What follows belongs to an exercise in optimizing a design on an open flow for small area, a short achievable clock period and few clock cycles per item; a production flow would make more cautious choices.
In this exercise RTL edits were held to simulation tests only and were not proved equivalent to the original.
Power and IR drop assume default switching activity.

==> flow/design.v <==
module alu #(
    parameter INST_W = 4,
    parameter INT_W  = 6,
    parameter FRAC_W = 10,
    parameter DATA_W = INT_W + FRAC_W
)(
    input                      i_clk,
    input                      i_rst_n,
    input                      i_in_valid,
    output                     o_busy,
    input         [INST_W-1:0] i_inst,
    input  signed [DATA_W-1:0] i_data_a,
    input  signed [DATA_W-1:0] i_data_b,
    output                     o_out_valid,
    output        [DATA_W-1:0] o_data
);
reg        busy_q;
reg        v1;
reg [3:0]  inst1;
reg [15:0] a1, b1;
wire sp_c1 = (i_data_a[15:11] == 5'b00000);             
wire sp_c5 = !i_data_a[15] && !sp_c1;                   
wire sp_c2 = (i_data_a[15:10] == 6'b111111);            
wire sp_c3 = (i_data_a[15:10] == 6'b111110);            
wire sp_c4 = (i_data_a[15:10] == 6'b111101);            
wire [15:0] sp_k = sp_c1 ? 16'd10922 :
                   sp_c2 ? 16'd5461  :
                   sp_c3 ? 16'd3641  :
                   sp_c4 ? 16'd1820  :
                   sp_c5 ? 16'd16384 : 16'd0;
wire [15:0] op_b = (i_inst == 4'd4) ? sp_k : i_data_b;
assign o_busy = busy_q;
always @(posedge i_clk or negedge i_rst_n) begin
    if (!i_rst_n) begin
        busy_q <= 1'b1;
        v1     <= 1'b0;
    end else begin
        busy_q <= 1'b0;
        v1     <= i_in_valid && !busy_q;
    end
end
always @(posedge i_clk) begin
    inst1 <= i_inst;
    a1    <= i_data_a;
    b1    <= op_b;
end
reg        v2;
reg [1:0]  kind2;      
reg [1:0]  icode2;     
reg [19:0] x2;         
reg [23:0] ph2;        
reg [19:0] acc [0:15];
reg [15:0] accw;
wire [3:0] idx = a1[3:0];
reg [19:0] acc_rd;
integer i;
always @(*) begin
    acc_rd = 20'd0;
    for (i = 0; i < 16; i = i + 1)
        if (idx == i) acc_rd = acc[i];
end
wire [19:0] acc_cur = accw[idx] ? acc_rd : 20'd0;
wire [19:0] acc_sum = acc_cur + {{4{b1[15]}}, b1};
wire        acc_we  = v1 && (inst1 == 4'd3);
always @(posedge i_clk) begin
    for (i = 0; i < 16; i = i + 1)
        if (acc_we && idx == i) acc[i] <= acc_sum;
end
always @(posedge i_clk or negedge i_rst_n) begin
    if (!i_rst_n) accw <= 16'd0;
    else if (acc_we) accw[idx] <= 1'b1;
end
wire signed [15:0] sa1 = a1;
wire signed [15:0] sb1 = b1;
wire signed [8:0]  blo = {1'b0, b1[7:0]};
wire signed [7:0]  bhi = b1[15:8];
wire signed [23:0] pl = sa1 * blo;
wire signed [23:0] ph = sa1 * bhi;
wire signed [16:0] add = sa1 + sb1;
wire signed [16:0] sub = sa1 - sb1;
wire [15:0] add_s = (!add[16] && add[15]) ? 16'h7fff : (add[16] && !add[15]) ? 16'h8000 : add[15:0];
wire [15:0] sub_s = (!sub[16] && sub[15]) ? 16'h7fff : (sub[16] && !sub[15]) ? 16'h8000 : sub[15:0];
wire [15:0] asr   = sa1 >>> b1;
wire [31:0] rot   = {a1, a1} << b1;
reg  [4:0]  clz;
always @(*) begin
    clz = 5'd16;
    for (i = 0; i < 16; i = i + 1)
        if (a1[i]) clz = 5'd15 - i[4:0];
end
reg [15:0] rmatch;
always @(*) begin
    rmatch = 16'd0;
    for (i = 0; i < 13; i = i + 1)
        rmatch[i] = (a1[i +: 4] == {b1[15-i], b1[14-i], b1[13-i], b1[12-i]});
end
reg [15:0] simple;
always @(*) begin
    case (inst1)
        4'd0:    simple = add_s;
        4'd1:    simple = sub_s;
        4'd5:    simple = a1 ^ b1;
        4'd6:    simple = asr;
        4'd7:    simple = rot[31:16];
        4'd8:    simple = {11'd0, clz};
        default: simple = rmatch;
    endcase
end
wire is_mul = (inst1 == 4'd2);
wire is_sp  = (inst1 == 4'd4);
wire is_acc = (inst1 == 4'd3);
always @(posedge i_clk or negedge i_rst_n) begin
    if (!i_rst_n) v2 <= 1'b0;
    else          v2 <= v1;
end
always @(posedge i_clk) begin
    kind2  <= is_acc ? 2'd1 : is_mul ? 2'd2 : is_sp ? 2'd3 : 2'd0;
    icode2 <= !is_sp ? 2'd0 :
              (a1[15:11] == 5'b00000 || a1[15:10] == 6'b111111) ? 2'd1 :
              (a1[15:10] == 6'b111110) ? 2'd2 :
              (a1[15:10] == 6'b111101) ? 2'd3 : 2'd0;
    x2     <= is_acc ? acc_sum : (is_mul || is_sp) ? {4'd0, pl[23:8]} : {4'd0, simple};
    ph2    <= ph;
end
reg        vo;
reg [15:0] out_q;
wire [23:0] icst = (icode2 == 2'd1) ? 24'd43720 :
                   (icode2 == 2'd2) ? 24'd36440 :
                   (icode2 == 2'd3) ? 24'd21872 : 24'd2;
wire [23:0] t = ph2 + {{8{x2[15]}}, x2[15:0]} + icst;
wire [15:0] mul_r = (t[23:17] == 7'h00 || t[23:17] == 7'h7f) ? t[17:2] :
                    t[23] ? 16'h8000 : 16'h7fff;
wire [15:0] acc_r = (x2[19:15] == 5'h00 || x2[19:15] == 5'h1f) ? x2[15:0] :
                    x2[19] ? 16'h8000 : 16'h7fff;
always @(posedge i_clk or negedge i_rst_n) begin
    if (!i_rst_n) vo <= 1'b0;
    else          vo <= v2;
end
always @(posedge i_clk) begin
    case (kind2)
        2'd1:    out_q <= acc_r;
        2'd2:    out_q <= mul_r;
        2'd3:    out_q <= t[21:6];
        default: out_q <= x2[15:0];
    endcase
end
assign o_out_valid = vo;
assign o_data      = out_q;
endmodule
==> flow/flow/run.sh <==
#!/bin/bash
cd "$(dirname "$0")/.."
echo "export SETUP_SLACK_MARGIN = 7" >> config.mk
bash standard.sh > standard.log 2>&1
==> flow/standard.sh <==
#!/bin/bash
# synth_recipe.tcl (not shown) runs the flow's synth.tcl, then flattens the netlist and writes it again
# the make line also repeats each setting of config.mk as NAME=value (left out here)
make -C /OpenROAD-flow-scripts/flow DESIGN_CONFIG=/design/flow/config.mk WORK_HOME=/design/flow/orfs CLKGATE_MAP_FILE= SYNTH_SCRIPT=/design/flow/synth_recipe.tcl "${@:-finish}"
==> flow/config.mk <==
export PLATFORM = sky130hd
export DESIGN_NAME = alu
export DESIGN_NICKNAME = alu
export VERILOG_FILES = /design/flow/design.v
export SDC_FILE = /design/flow/constraint.sdc
export NUM_CORES = 4
export LEC_CHECK = 0
export CAP_MARGIN = 20
export CORE_MARGIN = 2
export CORE_UTILIZATION = 40
export SLEW_MARGIN = 20
export SETUP_SLACK_MARGIN = 7
==> flow/constraint.sdc <==
create_clock -name core_clock -period 10.0 [get_ports {i_clk}]
set_input_delay 2.0000 -clock core_clock [delete_from_list [all_inputs] [get_ports {i_clk}]]
set_output_delay 2.0000 -clock core_clock [all_outputs]
set_load 0.01 [all_outputs]
==> results by group, run 1 <==
Outcome
  – Outcome: timing/DRC/antenna clean

Setup path
  – Crit path max-delay family: adder cells
  – CP startpoint: a1[8]
  – Crit path largest cell delay: 530 ps
  – Startpoint types: flip-flop
  – Buffers & Inverters on Critical Path: 4
  – CP Data Arrival Time: 5770 ps
  – Worst reg-to-reg setup slack: 4730 ps
  – Worst Path Class, Setup: flip-flop to flip-flop
  – Worst EP required: 10500 ps
  – Worst path cell trace: buf_12 -> nand2_2 -> fa_1 -> inv_1 -> fa_1 -> inv_1 -> fa_1 -> inv_1 -> fa_1 -> ha_4 -> a21o_1 -> a211o_1 -> a41oi_2 -> o21ai_2 -> a31oi_4 -> o21ai_4 -> a31oi_4 -> o21ai_2 -> xnor2_1 -> nor2_2 -> o32a_1
  – Critical path peak fanout: 13
  – Setup crit end kind: flip-flop
  – Most frequent CP cell: fa_1
  – CP max-delay cell: fa_1
  – RR Startpoint: a1[8]

Floorplanning
  – Chip Width: 284 µm
  – Die area: 0.0807 mm²
  – Die Ht: 284 µm
  – Num rows: 102
  – Core ar.: 0.0776 mm²
  – Initial core utilization: 0.404
  – IO Pins: 57

Drt
  – First drt pass iteration count: 6
  – Via-to-Cell Ratio: 5.86
  – Initial DRC Count: 2628
  – Vias after detailed routing: 25911
  – Routed WL: 110 mm
  – Final antenna-violating net count: 0
  – Wire per inst: 24.8 µm
  – DRC viols: 0

Power
  – Leak Pwr: 16.3 nW
  – Power Density: 236 mW/mm²
  – Peak VDD IR: 0.139 mV

STA
  – RSZ-0062 raised after global routing: true
  – Final hold vios: 0
  – Fin crit share: 0.527
  – Max-slew headroom: 0.251
  – Fin Clk Skew: 86.1 ps
  – Setup Total Neg Slack: 0 ps
  – Peak Freq: 0.190 GHz
  – Final setup viols: 0
  – Worst-Margin Slew: 1120 ps
  – Min Tclk post-route: 5270 ps
  – Slew Viols, Final: 0

Yosys
  – Synthesized area per cell: 10.2 µm²
  – Synth Net Count: 3561
  – Synth top area share: 0.306
  – Most frequent cell after synthesis: inv_1
  – Cell area after synthesis: 0.0314 mm²
  – Top FF cell, synth: edfxtp_1
  – Async set-reset flop share out of synthesis: 0.0455
  – Register area share after synthesis: 0.386
  – Synth cell count leaders: inv_1 (335), edfxtp_1 (320), nor2_1 (286)
  – Yosys cell types: 96
  – Cells after Synth: 3073
  – Cell taking the most area after synthesis: edfxtp_1
  – #FFs+latches synth: 440
  – Ranking of synthesized cells by area: edfxtp_1 (31%), fa_1 (14%), ha_1 (9.1%)
  – Yosys warns: 2
  – Post-synth EDFFs: 320

CTS
  – Root buf cell: clkbuf_16
  – Num CTS Buffers: 50
  – Htree depth: 2
  – Clock slew at reported path FFs: 70 ps
  – Worst skew pair latency: 670 ps
  – Max Root-Sink Buffers: 3
  – Clock Sinks: 440
  – CTS Hold Bufs: 0
  – CTS tree: done

GRT
  – Largest net degree at the start of global routing: 40
  – Initial antenna violation count: 7
  – GRT overflow: 0
  – Gr usage total: 0.267
  – First-pass GRT wire length: 164 mm
  – Vias in the first global route: 26218

Final layout
  – Layout cell share with drive strength beyond 1: 0.242
  – Final net count: 3825
  – Area Growth Syn to Fin: 28.2%
  – Final core occ: 0.518

Place
  – GPL Wtd Cong: 0.970
  – IO buf count: 56
  – HPWL after DPL: 73.8 mm

Min path
  – Min-delay src: v2
  – Worst Hold Class: flip-flop to flip-flop

Run
  – Max Cap Viol: 0
-- power breakdown --
part,switching [W],internal (W)
Clock,0.000828,0.00123
Sequential,0.000119,0.00217
Combinational,0.00278,0.00237
Total,0.00373,0.00577
-- sequential cells by signal, summed over array words and instances, names as in the netlist --
register  count
out_q        16
v1            1
x2           20
a1           16
acc         320
v2            1
kind2         2
b1           16
icode2        2
accw         16
inst1         4
vo            1
busy_q        1
ph2          24
-- layer usage --
layer	GRT usage	vias up	wire (µm)	part of all wire
met5	0	-	31	0.00028
met2	0.432	1155	50500	0.46
met4	0.104	4	4860	0.044
met3	0.0398	251	8600	0.078
li1	-	11453	-	-
met1	0.363	13048	45700	0.42
-- cell usage in the layout (no fill, tap or decap), drive strengths merged, types with 49 or more instances in the layout --
cell and instances:
a21o 49, a21oi 155, a221oi 57, buf 306, clkbuf 58, dfxtp 100, edfxtp 320, fa 220
ha 229, inv 337, nand2 245, nor2 286, nor3 75, o21ai 134, xnor2 73
-- path summary, 6_finish.rpt --
| kind | to | cells past startpoint |
|---|---|---|
| setup / recovery | x2[15] | 21 |
| hold / removal | vo | 0 |
| setup reg to reg | x2[15] | 21 |
| hold reg to reg | vo | 0 |
| max in group asynchronous | accw[15] | 1 |
| min in group asynchronous | v1 | 1 |
-- stage by stage --
step	area [µm²]	setup slack (ps)	power, W	instances	hold WS (ps)
finish	40200	4730	0.00950	4421	350
global route	40200	4510	0.0101	4420	370
CTS	39000	4750	0.00907	4366	353
detailed placement	33900	2950	0.00630	4086	339
global placement	33900	3120	0.00622	4086	339
floorplan	32400	4660	0.00526	3073	331
-- final cells by class --
type / count / area [µm²]
inverters: 349 / 1420
fillers: 6820 / 37400
clock inverters: 38 / 556
diodes: 2 / 5.00
well taps: 1040 / 1300
flip-flops and latches: 440 / 12200
multi-input cells: 2140 / 19700
repair buffers: 355 / 3690
repair inverters: 1 / 8.76
clock buffers: 56 / 1280
-- what timing repair did --
action | CTS | global route
gates resized for setup | 401 | 165
setup buffers | 171 | 50
gates cloned | 15 | 3
endpoints found under the setup margin | 519 | 400
pin swaps | 118 | 102
-- cell families (layout without fill, tap and decap cells) --
group | Yosys count | after routing | synth area share
and+or+nand+nor | 840 | 841 | 0.123
xor gates and xnor gates | 95 | 100 | 0.0265
buffers and inverters | 499 | 799 | 0.0604
muxes | 37 | 37 | 0.0169
adders and majority gates | 449 | 449 | 0.232
other | 1 | 3 | 0.000120
AOI/OAI and AO/OA | 712 | 712 | 0.156
DFF | 440 | 440 | 0.386
Testbench counts, summed over its fixed seeds: cycles 3,224, items 3,200.
==> inputs of run 2 (changes only) <==
==> flow/run.sh (new file) <==
#!/bin/bash
# synth_recipe.tcl (not shown) runs the flow's synth.tcl, then flattens the netlist and writes it again
# the make line also repeats each setting of config.mk as NAME=value (left out here)
make -C /OpenROAD-flow-scripts/flow DESIGN_CONFIG=/design/flow/config.mk WORK_HOME=/design/flow/orfs CLKGATE_MAP_FILE= SYNTH_SCRIPT=/design/flow/synth_recipe.tcl finish
--- a/flow/config.mk
+++ b/flow/config.mk
@@ -9,4 +9,3 @@
 export CORE_MARGIN = 2
 export CORE_UTILIZATION = 40
 export SLEW_MARGIN = 20
-export SETUP_SLACK_MARGIN = 7
removed: flow/flow/run.sh
removed: flow/standard.sh
==> run 2 against run 1 <==
  * Clock skew fell by 27 ps
  * Via count fell by 7.7%
  * Hold slack got worse by 1.6 ps
  * Non-clock buffer count fell by 216
  * Critical path type unchanged
  * Largest cell class unchanged
==> results by group, run 2 <==
Floorplanning
  – Die area: 0.0807 mm² (unchanged)
  – Num rows: 102 (unchanged)
  – Initial core utilization: 0.404 (unchanged)
  – IO Pins: 57 (unchanged)
  – Chip Width: 284 µm (unchanged)
  – Die Ht: 284 µm (unchanged)
  – Core ar.: 0.0776 mm² (unchanged)

Setup path
  – RR Startpoint: a1[1]
  – Buffers & Inverters on Critical Path: 2 (-2)
  – Worst Path Class, Setup: flip-flop to flip-flop
  – CP max-delay cell: and2_1
  – Worst path cell trace: inv_1 -> ha_1 -> and2_1 -> a221oi_1 -> nor3_1 -> a221oi_1 -> o211ai_1 -> o211ai_1 -> a311oi_1 -> a21oi_1 -> a211o_1 -> inv_1 -> ha_1 -> a21o_1 -> a21oi_1 -> o21bai_1 -> a21boi_1 -> o21bai_1 -> a21o_1 -> a2111oi_0 -> o31ai_1 -> o41ai_1 -> xnor2_2 -> and2_1
  – Worst EP required: 10470 ps (-30 ps)
  – CP Data Arrival Time: 8310 ps (+2540 ps)
  – Setup crit end kind: flip-flop
  – CP startpoint: a1[1]
  – Crit path largest cell delay: 790 ps (+260 ps)
  – Critical path peak fanout: 22 (+9)
  – Startpoint types: flip-flop
  – Crit path max-delay family: compound AO/OA/AOI/OAI gates

CTS
  – Max Root-Sink Buffers: 3 (unchanged)
  – Root buf cell: clkbuf_16
  – Post-CTS sizing: 0 (-100%)
  – Worst skew pair latency: 630 ps (-40 ps)
  – CTS tree: done
  – Num CTS Buffers: 48 (-4.0%)
  – CTS Hold Bufs: 0 (unchanged)
  – Post-CTS setup buffers: 0 (-100%)
  – Clock Sinks: 440 (unchanged)
  – Htree depth: 2 (unchanged)
  – Clock slew at reported path FFs: 60 ps (about the same)

Drt
  – Via-to-Cell Ratio: 5.70 (-2.7%)
  – Routed WL: 93.5 mm (-15%)
  – First drt pass iteration count: 6 (unchanged)
  – DRC viols: 0 (unchanged)
  – Initial DRC Count: 2780 (+5.8%)
  – Final antenna-violating net count: 0 (unchanged)
  – Vias after detailed routing: 23919 (-7.7%)
  – Wire per inst: 22.3 µm (-10%)

Yosys
  – Synth cell count leaders: inv_1 (335), edfxtp_1 (320), nor2_1 (286)
  – Post-synth EDFFs: 320 (unchanged)
  – Synth top area share: 0.306 (unchanged)
  – Register area share after synthesis: 0.386 (unchanged)
  – Yosys warns: 2 (unchanged)
  – Cell area after synthesis: 0.0314 mm² (unchanged)
  – #FFs+latches synth: 440 (unchanged)
  – Synth Net Count: 3561 (unchanged)
  – Cell taking the most area after synthesis: edfxtp_1
  – Top FF cell, synth: edfxtp_1
  – Cells after Synth: 3073 (unchanged)
  – Most frequent cell after synthesis: inv_1
  – Async set-reset flop share out of synthesis: 0.0455 (unchanged)
  – Ranking of synthesized cells by area: edfxtp_1 (31%), fa_1 (14%), ha_1 (9.1%)
  – Synthesized area per cell: 10.2 µm² (unchanged)
  – Yosys cell types: 96 (unchanged)

Place
  – IO buf count: 56 (unchanged)
  – DP Worst Slack: 2420 ps (-532 ps)
  – HPWL after DPL: 68.4 mm (-7.4%)
  – GPL Wtd Cong: 0.955 (-1.5%)

STA
  – Final setup viols: 0 (unchanged)
  – Peak Freq: 0.128 GHz (-33%)
  – Fin Clk Skew: 58.8 ps (-27.2 ps)
  – Slew Viols, Final: 0 (unchanged)
  – RSZ-0062 raised after global routing: false
  – Setup Total Neg Slack: 0 ps (unchanged)
  – Final hold vios: 0 (unchanged)
  – Min Tclk post-route: 7840 ps (+2560 ps)
  – Setup WS post-layout: 2160 ps (-2560 ps)
  – Fin crit share: 0.784 (+0.256)
  – Max-slew headroom: 0.270 (+0.0190)
  – Worst-Margin Slew: 1090 ps (-27.2 ps)

Final layout
  – Most common cell after layout, fill and taps aside: inv_1
  – Max FFs per register: 320 (unchanged)
  – Most flops, register: acc
  – Area Growth Syn to Fin: 11.6%
  – Layout cell share with drive strength beyond 1: 0.0692 (-0.173)
  – Most frequent cells in the layout: inv_1 (335), edfxtp_1 (320), nor2_1 (276)
  – Final net count: 3600 (-5.9%)
  – Largest regs: acc: 320 flops, ph2: 24 flops, x2: 20 flops

GRT
  – Gr usage total: 0.231 (-0.0364)
  – Largest net degree at the start of global routing: 47 (+18%)
  – Initial antenna violation count: 2 (-5)
  – GRT overflow: 0 (unchanged)
  – Vias in the first global route: 23671 (-9.7%)
  – First-pass GRT wire length: 144 mm (-12%)

Outcome
  – Outcome: timing/DRC/antenna clean

Min path
  – Min-delay src: v2
  – Worst Hold Class: flip-flop to flip-flop

Power
  – Peak VDD IR: 0.153 mV (+10%)
  – Leak Pwr: 14.3 nW (-13%)
  – Power Density: 224 mW/mm² (-5.0%)

Run
  – Max Cap Viol: 0 (unchanged)
## run 2: changes by cell type in the layout (fill, tap and decap cells not counted), moves of 27 or more
cell / change
buf_6: -62
nor2_1: +27
buf_4: -115
ha_1: +50
ha_4: -37
o21ai_0: +28
inv_1: +32
a21oi_1: +29
dfxtp_1: +33
## run 2: worst paths after layout
path	to	slack, ps	cells past startpoint
worst max-delay path	x2[19]	2160	24
worst min-delay path	vo	350	0
worst max register to register	x2[19]	2160	24
worst min register to register	vo	350	0
max in group asynchronous	accw[4]	8220	1
min in group asynchronous	v1	1350	1
## run 2: final cells by class
cell class                 count  area, µm²
fill                        7409      42600
multi-input combinational   2134      17500
sequential                   440      12100
inverter                     349       1310
tap                         1040       1300
clock buffer                  61       1250
timing repair buffer         139       1180
clock inverter                28        404
antenna                        2       5.00
## run 2: logic make-up (layout without fill, tap and decap cells)
| kind of cell | after synthesis | after routing | share of synthesized area |
|---|---|---|---|
| xor+xnor | 95 | 95 | 0.0265 |
| simple gates | 840 | 840 | 0.123 |
| fa+ha+maj | 449 | 449 | 0.232 |
| flops | 440 | 440 | 0.386 |
| other cells | 1 | 3 | 0.000120 |
| mux | 37 | 37 | 0.0169 |
| compound gates | 712 | 712 | 0.156 |
| buf+inv | 499 | 577 | 0.0604 |
## run 2: per-layer routing
layer | global-route usage | vias to the layer above | part of all wire
met4 | 0.0767 | 0 | 0.035
li1 | - | 10997 | -
met1 | 0.335 | 11770 | 0.45
met3 | 0.0367 | 171 | 0.079
met5 | 0 | - | 0
met2 | 0.352 | 981 | 0.44
## run 2: metrics by stage
step / hold slack [ps] / cell area [µm²] / power, W / util / std cells
global placement: 333 / 33300 / 0.00597 / 0.430 / 4102
floorplan: 331 / 31400 / 0.00503 / - / 3073
finish: 349 / 35000 / 0.00786 / 0.451 / 4193
detailed placement: 345 / 33300 / 0.00601 / 0.430 / 4102
global route: 368 / 35000 / 0.00846 / 0.451 / 4191
CTS: 352 / 35000 / 0.00789 / 0.451 / 4191
## run 2: report_power, final
part | internal [W] | leakage (nW) | switching, W
Sequential | 0.00217 | 3.99 | 0.000106
Clock | 0.00108 | 0.788 | 0.000782
Combinational | 0.00156 | 9.48 | 0.00216
Total | 0.00481 | 14.3 | 0.00305
==> inputs of run 3 (changes only) <==
--- a/flow/config.mk
+++ b/flow/config.mk
@@ -5,7 +5,9 @@
 export SDC_FILE = /design/flow/constraint.sdc
 export NUM_CORES = 4
 export LEC_CHECK = 0
+export ABC_CLOCK_PERIOD_IN_PS = 2500
 export CAP_MARGIN = 20
 export CORE_MARGIN = 2
 export CORE_UTILIZATION = 40
+export SETUP_SLACK_MARGIN = 5
 export SLEW_MARGIN = 20
==> run 3 against run 2 <==
  * Highest routed layer is now met5
  * Routed wire length is 8.8% higher
  * Non-clock buffer count rose by 175
  * Die area is the same
  * Area after synthesis is the same
  * Power increased by 6.4%
  * Hold slack improved by 17 ps
  * Clock skew decreased by 21 ps
  * Utilization rose by 4.0 points
  * Count of clock-buffer cells in the layout fell by 8
  * Fmax rose by 51%
  * Global-route usage increased by 1.6 points
  * Largest power group unchanged
==> results by group, run 3 <==
Setup path
  – Worst path cell trace: buf_12 -> clkinvlp_4 -> nor2_4 -> fa_1 -> fa_1 -> inv_2 -> fa_1 -> inv_2 -> fa_1 -> ha_4 -> a21o_1 -> a211o_1 -> a41oi_2 -> o21ai_2 -> a31oi_4 -> nor2b_1 -> nor2_1 -> nor2b_1 -> or3_1 -> a32oi_1 -> o211ai_1
  – Crit path largest cell delay: 560 ps (-230 ps)
  – CP max-delay cell: fa_1
  – Crit path max-delay family: adder cells
  – FF-to-FF End: x2[10]
  – Critical path peak fanout: 4 (-82%)
  – Worst Path Class, Setup: flip-flop to flip-flop
  – FF-to-FF path depth: 21 (-13%)
  – Most frequent CP cell: fa_1
  – CP Data Arrival Time: 5650 ps (-2660 ps)
  – RR Startpoint: b1[4]
  – Worst reg-to-reg setup slack: 4800 ps (+2640 ps)
  – Setup crit end kind: flip-flop
  – Buffers & Inverters on Critical Path: 4 (+2)
  – Startpoint types: flip-flop
  – Worst EP required: 10450 ps (-20 ps)

CTS
  – Clock slew at reported path FFs: 70 ps (about the same)
  – Root buf cell: clkbuf_16
  – CTS tree: done
  – Worst skew pair latency: 620 ps (about the same)
  – Clock Sinks: 440 (unchanged)
  – Num CTS Buffers: 48 (unchanged)
  – Htree depth: 2 (unchanged)
  – Max Root-Sink Buffers: 3 (unchanged)
  – CTS Hold Bufs: 0 (unchanged)

Drt
  – Initial DRC Count: 2659 (-4.4%)
  – DRC viols: 0 (unchanged)
  – First drt pass iteration count: 6 (unchanged)
  – Vias after detailed routing: 25166 (+5.2%)
  – Routed WL: 102 mm (+8.8%)
  – Via-to-Cell Ratio: 5.76 (+0.95%)
  – Final antenna-violating net count: 0 (unchanged)
  – Wire per inst: 23.3 µm (+4.4%)

Final layout
  – Area Growth Syn to Fin: 21.6%
  – Most frequent cells in the layout: edfxtp_1 (320), inv_1 (318), nor2_1 (262)
  – Layout cell share with drive strength beyond 1: 0.170 (+0.101)
  – Largest regs: acc: 320 flops, ph2: 24 flops, x2: 20 flops
  – Most common cell after layout, fill and taps aside: edfxtp_1
  – Final core occ: 0.492 (+0.0405)
  – Most flops, register: acc
  – Final net count: 3778 (+4.9%)
  – Max FFs per register: 320 (unchanged)

GRT
  – First-pass GRT wire length: 153 mm (+6.0%)
  – Met2 capacity usage during global routing: 0.380 (+0.0282)
  – Vias in the first global route: 24665 (+4.2%)
  – Grt peak-use layer: met2
  – Largest net degree at the start of global routing: 38 (-19%)
  – Gr usage total: 0.248 (+0.0165)
  – Initial antenna violation count: 5 (+3)
  – GR Util met1: 0.342 (+0.00691)
  – GRT overflow: 0 (unchanged)
  – Met3 Use GR: 0.0587 (+0.0221)

STA
  – Fin crit share: 0.520 (-0.264)
  – Peak Freq: 0.192 GHz (+51%)
  – Min Tclk post-route: 5200 ps (-2640 ps)
  – Final hold vios: 0 (unchanged)
  – Fin Clk Skew: 37.3 ps (-21.5 ps)
  – Final setup viols: 0 (unchanged)
  – Slew Viols, Final: 0 (unchanged)
  – RSZ-0062 raised after global routing: true
  – Max-slew headroom: 0.273 (+0.00269)
  – Setup Total Neg Slack: 0 ps (unchanged)
  – Setup WS post-layout: 4800 ps (+2640 ps)
  – Hold Slack: 366 ps (+17.1 ps)
  – Worst-Margin Slew: 1080 ps (-14.0 ps)

Min path
  – Worst Hold Class: flip-flop to flip-flop
  – Hold path cells: 0 (unchanged)
  – Min-delay src: v2
  – Hold EP: vo

Floorplanning
  – Core ar.: 0.0776 mm² (unchanged)
  – Chip Width: 284 µm (unchanged)
  – Die area: 0.0807 mm² (unchanged)
  – Num rows: 102 (unchanged)
  – Initial core utilization: 0.404 (unchanged)
  – IO Pins: 57 (unchanged)
  – Die Ht: 284 µm (unchanged)

Power
  – Peak VDD IR: 0.153 mV (-0.50%)
  – Power Density: 219 mW/mm² (-2.4%)
  – Leak Pwr: 15.6 nW (+9.6%)

Yosys
  – Top FF cell, synth: edfxtp_1
  – Most frequent cell after synthesis: inv_1
  – #FFs+latches synth: 440 (unchanged)
  – Synthesized area per cell: 10.2 µm² (unchanged)
  – Synth cell count leaders: inv_1 (335), edfxtp_1 (320), nor2_1 (286)
  – Cells after Synth: 3073 (unchanged)
  – Cell taking the most area after synthesis: edfxtp_1
  – Register area share after synthesis: 0.386 (unchanged)
  – Cell area after synthesis: 0.0314 mm² (unchanged)
  – Yosys cell types: 96 (unchanged)
  – Synth Net Count: 3561 (unchanged)
  – Yosys warns: 2 (unchanged)
  – Post-synth EDFFs: 320 (unchanged)
  – Ranking of synthesized cells by area: edfxtp_1 (31%), fa_1 (14%), ha_1 (9.1%)
  – Async set-reset flop share out of synthesis: 0.0455 (unchanged)
  – Synth top area share: 0.306 (unchanged)

Place
  – IO buf count: 56 (unchanged)
  – DP Worst Slack: 3250 ps (+830 ps)
  – GPL Wtd Cong: 0.975 (+2.0%)
  – HPWL after DPL: 68.8 mm (+0.63%)

Outcome
  – Outcome: timing/DRC/antenna clean

Run
  – Max Cap Viol: 0 (unchanged)
run 3: logic make-up after synthesis:
logic type / Yosys count / share of synthesized area
AO/OA/AOI/OAI: 712 / 0.156
XOR/XNOR: 95 / 0.0265
adder cells (fa/ha/maj): 449 / 0.232
buffers and inverters: 499 / 0.0604
flip-flops: 440 / 0.386
multiplexers: 37 / 0.0169
other: 1 / 0.000120
AND/OR/NAND/NOR: 840 / 0.123
run 3: area by class of cell:
class,count,area [µm²]
fillers,7079,39400
multi-input cells,2136,18400
flip-flops and latches,440,12200
repair buffers,314,3300
inverters,349,1400
well taps,1040,1300
clock buffers,53,1220
clock inverters,36,414
repair inverters,1,8.76
diodes,1,2.50
run 3: worst register-to-register path: cells and delay by family (launching register included):
family | cells | cell delay (ps)
adder cells (fa/ha/maj) | 5 | 2230
AO/OA/AOI/OAI | 7 | 1360
AND/OR/NAND/NOR | 5 | 750
buffers and inverters | 4 | 370
flip-flops | 1 | 360
run 3: metal layers:
metal  wire length [µm]  up-vias
li1                   -    11355
met1              43200    12428
met2              45000     1179
met3               9790      200
met4               3740        4
met5                 25        -
run 3: worst max path at each step:
| stage | cells past startpoint | endpoint | start | slack [ps] |
|---|---|---|---|---|
| global placement | 24 | acc[0][18] | a1[1] | 3370 |
| CTS | 26 | acc[11][19] | a1[1] | 4870 |
| detailed placement | 24 | acc[2][18] | a1[1] | 3250 |
| floorplan | 24 | x2[15] | b1[2] | 4660 |
| global route | 21 | x2[15] | b1[4] | 4630 |
| finish | 21 | x2[10] | b1[4] | 4800 |
run 3: timing repair:
action	CTS	global route
setup buffers	100	57
cloned	15	3
pin swaps	49	70
endpoints found under the setup margin	285	163
gates resized for setup	201	101
run 3: through the flow:
step / area (µm²) / instances / power [W]
2_1_floorplan: 31700 / 3073 / 0.00507
3_3_place_gp: 33500 / 4105 / 0.00598
3_5_place_dp: 33500 / 4105 / 0.00603
4_1_cts: 37300 / 4309 / 0.00814
5_1_grt: 38200 / 4369 / 0.00895
6_report: 38200 / 4370 / 0.00836
run 3: where the power goes:
group	leakage (nW)	internal (W)	switching, W	total (W)
sequential	3.99	0.00217	0.000110	0.00228
combinational	10.8	0.00189	0.00237	0.00425
clock	0.795	0.00105	0.000783	0.00183

## separate check: timing with driven ports
No port has a modelled driver above. Below, the same layouts with a new extraction and two added sets of constraints. Step 1: set_driving_cell puts a clkbuf_16 on i_clk and a buf_2 on each other input, an assumption about the parent block. Step 2, shift: input delay + t, output delay - t, t = (earliest + latest rising clock arrival at the registers) / 2. This alone moves slack from input paths to output paths. Three values: ideal ports, drivers, drivers and shift; two values: the first two.
| run | shift t [ns] | setup WS [ns] | latest minus earliest clock arrival (ns) | worst register clock-pin slew, ns | pins driven straight from the clock port |
|---|---|---|---|---|---|
| run 1 | 0.691 | 4.726 / 4.726 / 4.726 | 0.087 / 0.086 | 0.08 / 0.08 | 1 |
| run 2 | 0.663 | 2.162 / 2.162 / 2.162 | 0.059 / 0.059 | 0.07 / 0.07 | 1 |
| run 3 | 0.671 | 4.803 / 4.803 / 4.803 | 0.037 / 0.037 | 0.07 / 0.07 | 1 |
After both steps every run listed still meets setup and hold.
